Source: an optimization exercise on an open RTL-to-GDS flow (aim: small area). Production flows keep margins and buffers that such runs may drop.
Only simulation tests tie the RTL to the original design; equivalence was not proved.
Power and IR drop assume default switching activity.

Setup of the baseline:
==> module eis_unit, before the edit <==
module eis_unit(clk, reset, op_div, op_shift, ready, done,
		multiplier, operand, dividend, shift,
		product, mul_n, mul_z, mul_c,
		quotient, remainder, div_overflow,
		shift_result, last_bit, sign_change16, sign_change32);
   input         clk;
   input 	 reset;
   input 	 op_div;		 
   input 	 op_shift;
   input 	 ready;
   output 	 done;
   input [15:0]  multiplier;		 
   input [15:0]  operand;		 
   input [31:0]  dividend;
   input [5:0] 	 shift;
   output [31:0] product;
   output 	 mul_n, mul_z, mul_c;
   output [15:0] quotient, remainder;
   output 	 div_overflow;
   output [31:0] shift_result;
   output 	 last_bit, sign_change16, sign_change32;
   reg [31:0] 	 acc;
   reg [5:0] 	 cnt;
   reg 		 last_bit, sign_change16, sign_change32;
   reg [1:0] 	 state;
   wire [1:0] 	 next_state;
   parameter 	 idle = 2'd0;
   parameter 	 running = 2'd1;
   parameter 	 last = 2'd2;
   assign 	 done = state == last;
   wire 	 up = ~shift[5];
   wire 	 div_op = op_div & ~op_shift;
   wire 	 final_bit = (op_shift & ~up) ? (cnt == 6'd63) : (cnt == 6'd1);
   always @(posedge clk)
     if (reset)
       state <= idle;
     else
       state <= next_state;
   assign next_state = (state == idle && ready) ?
		       ((op_shift && shift == 6'd0) ? last : running) :
		       (state == running) ? (final_bit ? last : running) :
		       (state == last) ? (ready ? last : idle) : idle;
   wire [15:0] mc;
   wire        mc_co;
   radd #(16) mc_abs(.a(operand ^ {16{operand[15]}}), .b(16'd0),
		     .ci(operand[15]), .s(mc), .co(mc_co));
   wire        mul_bit = acc[0] ^ (multiplier[15] & last_bit);
   wire [16:0] mul_sum;
   radd #(16) mul_add(.a(acc[31:16]),
		      .b((~op_shift & mul_bit) ? mc : 16'd0), .ci(1'b0),
		      .s(mul_sum[15:0]), .co(mul_sum[16]));
   wire [4:0]  idx = cnt[4:0] - 5'd1;
   reg 	       lower_nz;
   integer     k;
   always @(*)
     begin
	lower_nz = 1'b0;
	for (k = 0; k < 31; k = k + 1)
	  if (k < idx)
	    lower_nz = lower_nz | dividend[k];
     end
   wire        dividend_bit = dividend[idx] ^ (dividend[31] & lower_nz);
   wire [15:0] trial = {acc[30:16], dividend_bit};
   wire [15:0] diff;
   wire        diff_co;
   radd #(16) div_sub(.a(trial), .b(~mc), .ci(1'b1), .s(diff), .co(diff_co));
   wire        fits = diff_co;
   always @(posedge clk)
     if (state == idle)
       begin
	  sign_change16 <= 1'b0;
	  sign_change32 <= 1'b0;
	  last_bit <= div_op & dividend[31];
	  acc <= {(op_shift & op_div) ? dividend[31:16] :
		  (op_shift & multiplier[15]) ? 16'hffff : 16'd0,
		  (op_shift & op_div) ? dividend[15:0] :
		  div_op ? 16'd0 : multiplier};
	  cnt <= op_shift ? shift : div_op ? 6'd32 : 6'd16;
       end
     else
       if (state == running)
	 begin
	    if ((op_shift & ~up) | (~op_shift & ~div_op & ~cnt[4]))
	      acc <= {op_shift ? acc[31] : mul_sum[16], mul_sum[15:0], acc[15:1]};
	    if ((op_shift & up) | div_op)
	      acc <= {div_op ? (acc[31] | acc[15]) : acc[30],
		      div_op ? (fits ? diff[14:0] : trial[14:0]) : acc[29:15],
		      acc[14:0], div_op & fits};
	    cnt <= cnt + ((op_shift & ~up) ? 6'd1 : 6'h3f);
	    if (op_shift)
	      begin
		 last_bit <= up ? acc[31] : acc[0];
		 if (up & (acc[15] ^ acc[14]))
		   sign_change16 <= 1'b1;
		 if (up & (acc[31] ^ acc[30]))
		   sign_change32 <= 1'b1;
	      end
	    else if (~div_op & ~cnt[4])
	      last_bit <= last_bit | acc[0];
	 end
   assign shift_result = acc;
   reg 	       below, gt16;
   integer     b;
   always @(*)
     begin
	below = 1'b0;
	gt16 = 1'b0;
	for (b = 1; b < 32; b = b + 1)
	  begin
	     if (b > cnt[4:0] && b < cnt[4:0] + 16)
	       below = below | acc[b];
	     if (b > cnt[4:0] + 16)
	       gt16 = gt16 | acc[b];
	  end
     end
   wire        mul_neg = multiplier[15] ^ operand[15];
   wire        at15 = ~cnt[4] & acc[{1'b1, cnt[3:0]}];
   wire        ge = at15 | gt16;
   wire        gt = gt16 | (at15 & below);
   assign mul_z = ~(ge | below);
   assign mul_n = mul_neg & (ge | below);
   assign mul_c = mul_neg ? gt : ge;
   wire        div_neg = operand[15] ^ last_bit;
   wire [15:0] lo_in = op_div ? {1'b0, acc[30:16]} : acc[16:1];
   wire        lo_neg = op_div ? last_bit : mul_neg;
   wire [16:0] lo_out;
   radd #(16) lo_add(.a(lo_in ^ {16{lo_neg}}), .b(16'd0), .ci(lo_neg),
		     .s(lo_out[15:0]), .co(lo_out[16]));
   wire [15:0] hi_in = op_div ? acc[15:0] : {1'b0, acc[31:17]};
   wire        hi_neg = op_div ? div_neg : mul_neg;
   wire [15:0] hi_out;
   wire        hi_co;
   radd #(16) hi_add(.a(hi_in ^ {16{hi_neg}}), .b(16'd0),
		     .ci(op_div ? div_neg : (mul_neg & lo_in == 16'd0)),
		     .s(hi_out), .co(hi_co));
   assign product = {hi_out, lo_out[15:0]};
   assign quotient = hi_out;
   assign remainder = lo_out[15:0];
   assign div_overflow = acc[31] || (acc[15] && acc[14:0] != 15'd0);
endmodule
clock: 14.0 ns
lec_check: 0
abc_area: 1
cap_margin: 35
core_margin: 2
core_utilization: 40
cts_cluster_diameter: 120
cts_cluster_size: 20
slew_margin: 35
run.sh (not shown) runs the stock make flow with config.mk's settings and CLKGATE_MAP_FILE= SYNTH_SCRIPT=/design/flow/synth_recipe.tcl, a recipe that flattens the netlist after the stock synthesis.
The baseline finished every step from synthesis to the final layout, and the layout passed the timing, DRC and antenna checks.
Modified inputs, the candidate compared to the baseline
diff --git a/flow/design.v b/flow/design.v
--- a/flow/design.v
+++ b/flow/design.v
@@ -2067,19 +2067,14 @@
        state <= next_state;
    assign next_state = (state == idle && ready) ?
 		       ((op_shift && shift == 6'd0) ? last : running) :
 		       (state == running) ? (final_bit ? last : running) :
 		       (state == last) ? (ready ? last : idle) : idle;
-   wire [15:0] mc;
-   wire        mc_co;
-   radd #(16) mc_abs(.a(operand ^ {16{operand[15]}}), .b(16'd0),
-		     .ci(operand[15]), .s(mc), .co(mc_co));
    wire        mul_bit = acc[0] ^ (multiplier[15] & last_bit);
    wire [16:0] mul_sum;
-   radd #(16) mul_add(.a(acc[31:16]),
-		      .b((~op_shift & mul_bit) ? mc : 16'd0), .ci(1'b0),
-		      .s(mul_sum[15:0]), .co(mul_sum[16]));
+   wire [15:0] diff;
+   wire        diff_co;
    wire [4:0]  idx = cnt[4:0] - 5'd1;
    reg 	       lower_nz;
    integer     k;
    always @(*)
      begin
@@ -2088,13 +2083,21 @@
 	  if (k < idx)
 	    lower_nz = lower_nz | dividend[k];
      end
    wire        dividend_bit = dividend[idx] ^ (dividend[31] & lower_nz);
    wire [15:0] trial = {acc[30:16], dividend_bit};
-   wire [15:0] diff;
-   wire        diff_co;
-   radd #(16) div_sub(.a(trial), .b(~mc), .ci(1'b1), .s(diff), .co(diff_co));
+   wire        add_op = div_op | (~op_shift & mul_bit);
+   wire [15:0] op_x = operand ^ {16{div_op ^ operand[15]}};
+   wire [15:0] add_s;
+   wire        add_co;
+   radd #(16) eis_add(.a(div_op ? trial : acc[31:16]),
+		      .b(add_op ? op_x : 16'd0),
+		      .ci(add_op & (div_op ^ operand[15])),
+		      .s(add_s), .co(add_co));
+   assign mul_sum = {add_co, add_s};
+   assign diff = add_s;
+   assign diff_co = add_co;
    wire        fits = diff_co;
    always @(posedge clk)
      if (state == idle)
        begin
 	  sign_change16 <= 1'b0;
--- outcome ---
- Looking at the reports, the candidate completed the entire flow and the layout it produced met the timing, DRC and antenna checks.
- Compared with the baseline, the candidate ends up with less cell area.
- Summary — final critical-path setup slack, the candidate relative to the baseline: higher, by 86 ps.
- On post-placement cell count: between the baseline and the candidate, it ends up higher for the baseline.
- From the baseline to the candidate the numbers moved as follows: total power +8.0%; minimum hold slack -4.9 ps; number of tap instances -57; area of the die -about 0.8%.

-- re-timing with driven ports --
The flow's constraints put no driver on any port. The routed layouts listed below were extracted and timed again, unchanged, in two steps.
Step 1 assumes that a clkbuf_16 drives the clock port and a buf_2 every other input.
Step 2 moves the port delays by t, midway between the first and last clock arrival at a register: inputs arrive t later, outputs are due t later. That takes back most of the time a late clock gives input paths.
Three values: ideal, step 1, step 2; two values: the first two.
| run | t (ns) | slack for setup (ns) | hold WS [ns] | slew at the worst register clock pin (ns) | pins driven straight from the clock port |
|---|---|---|---|---|---|
| the baseline | 0.760 | 0.867 / 0.867 / 0.867 | 0.477 / 0.477 / 0.477 | 0.11 / 0.11 | 1 |
| the candidate | 0.741 | 0.953 / 0.953 / 0.953 | 0.472 / 0.472 / 0.472 | 0.10 / 0.10 | 1 |
After both steps setup and hold are still met in every run listed.
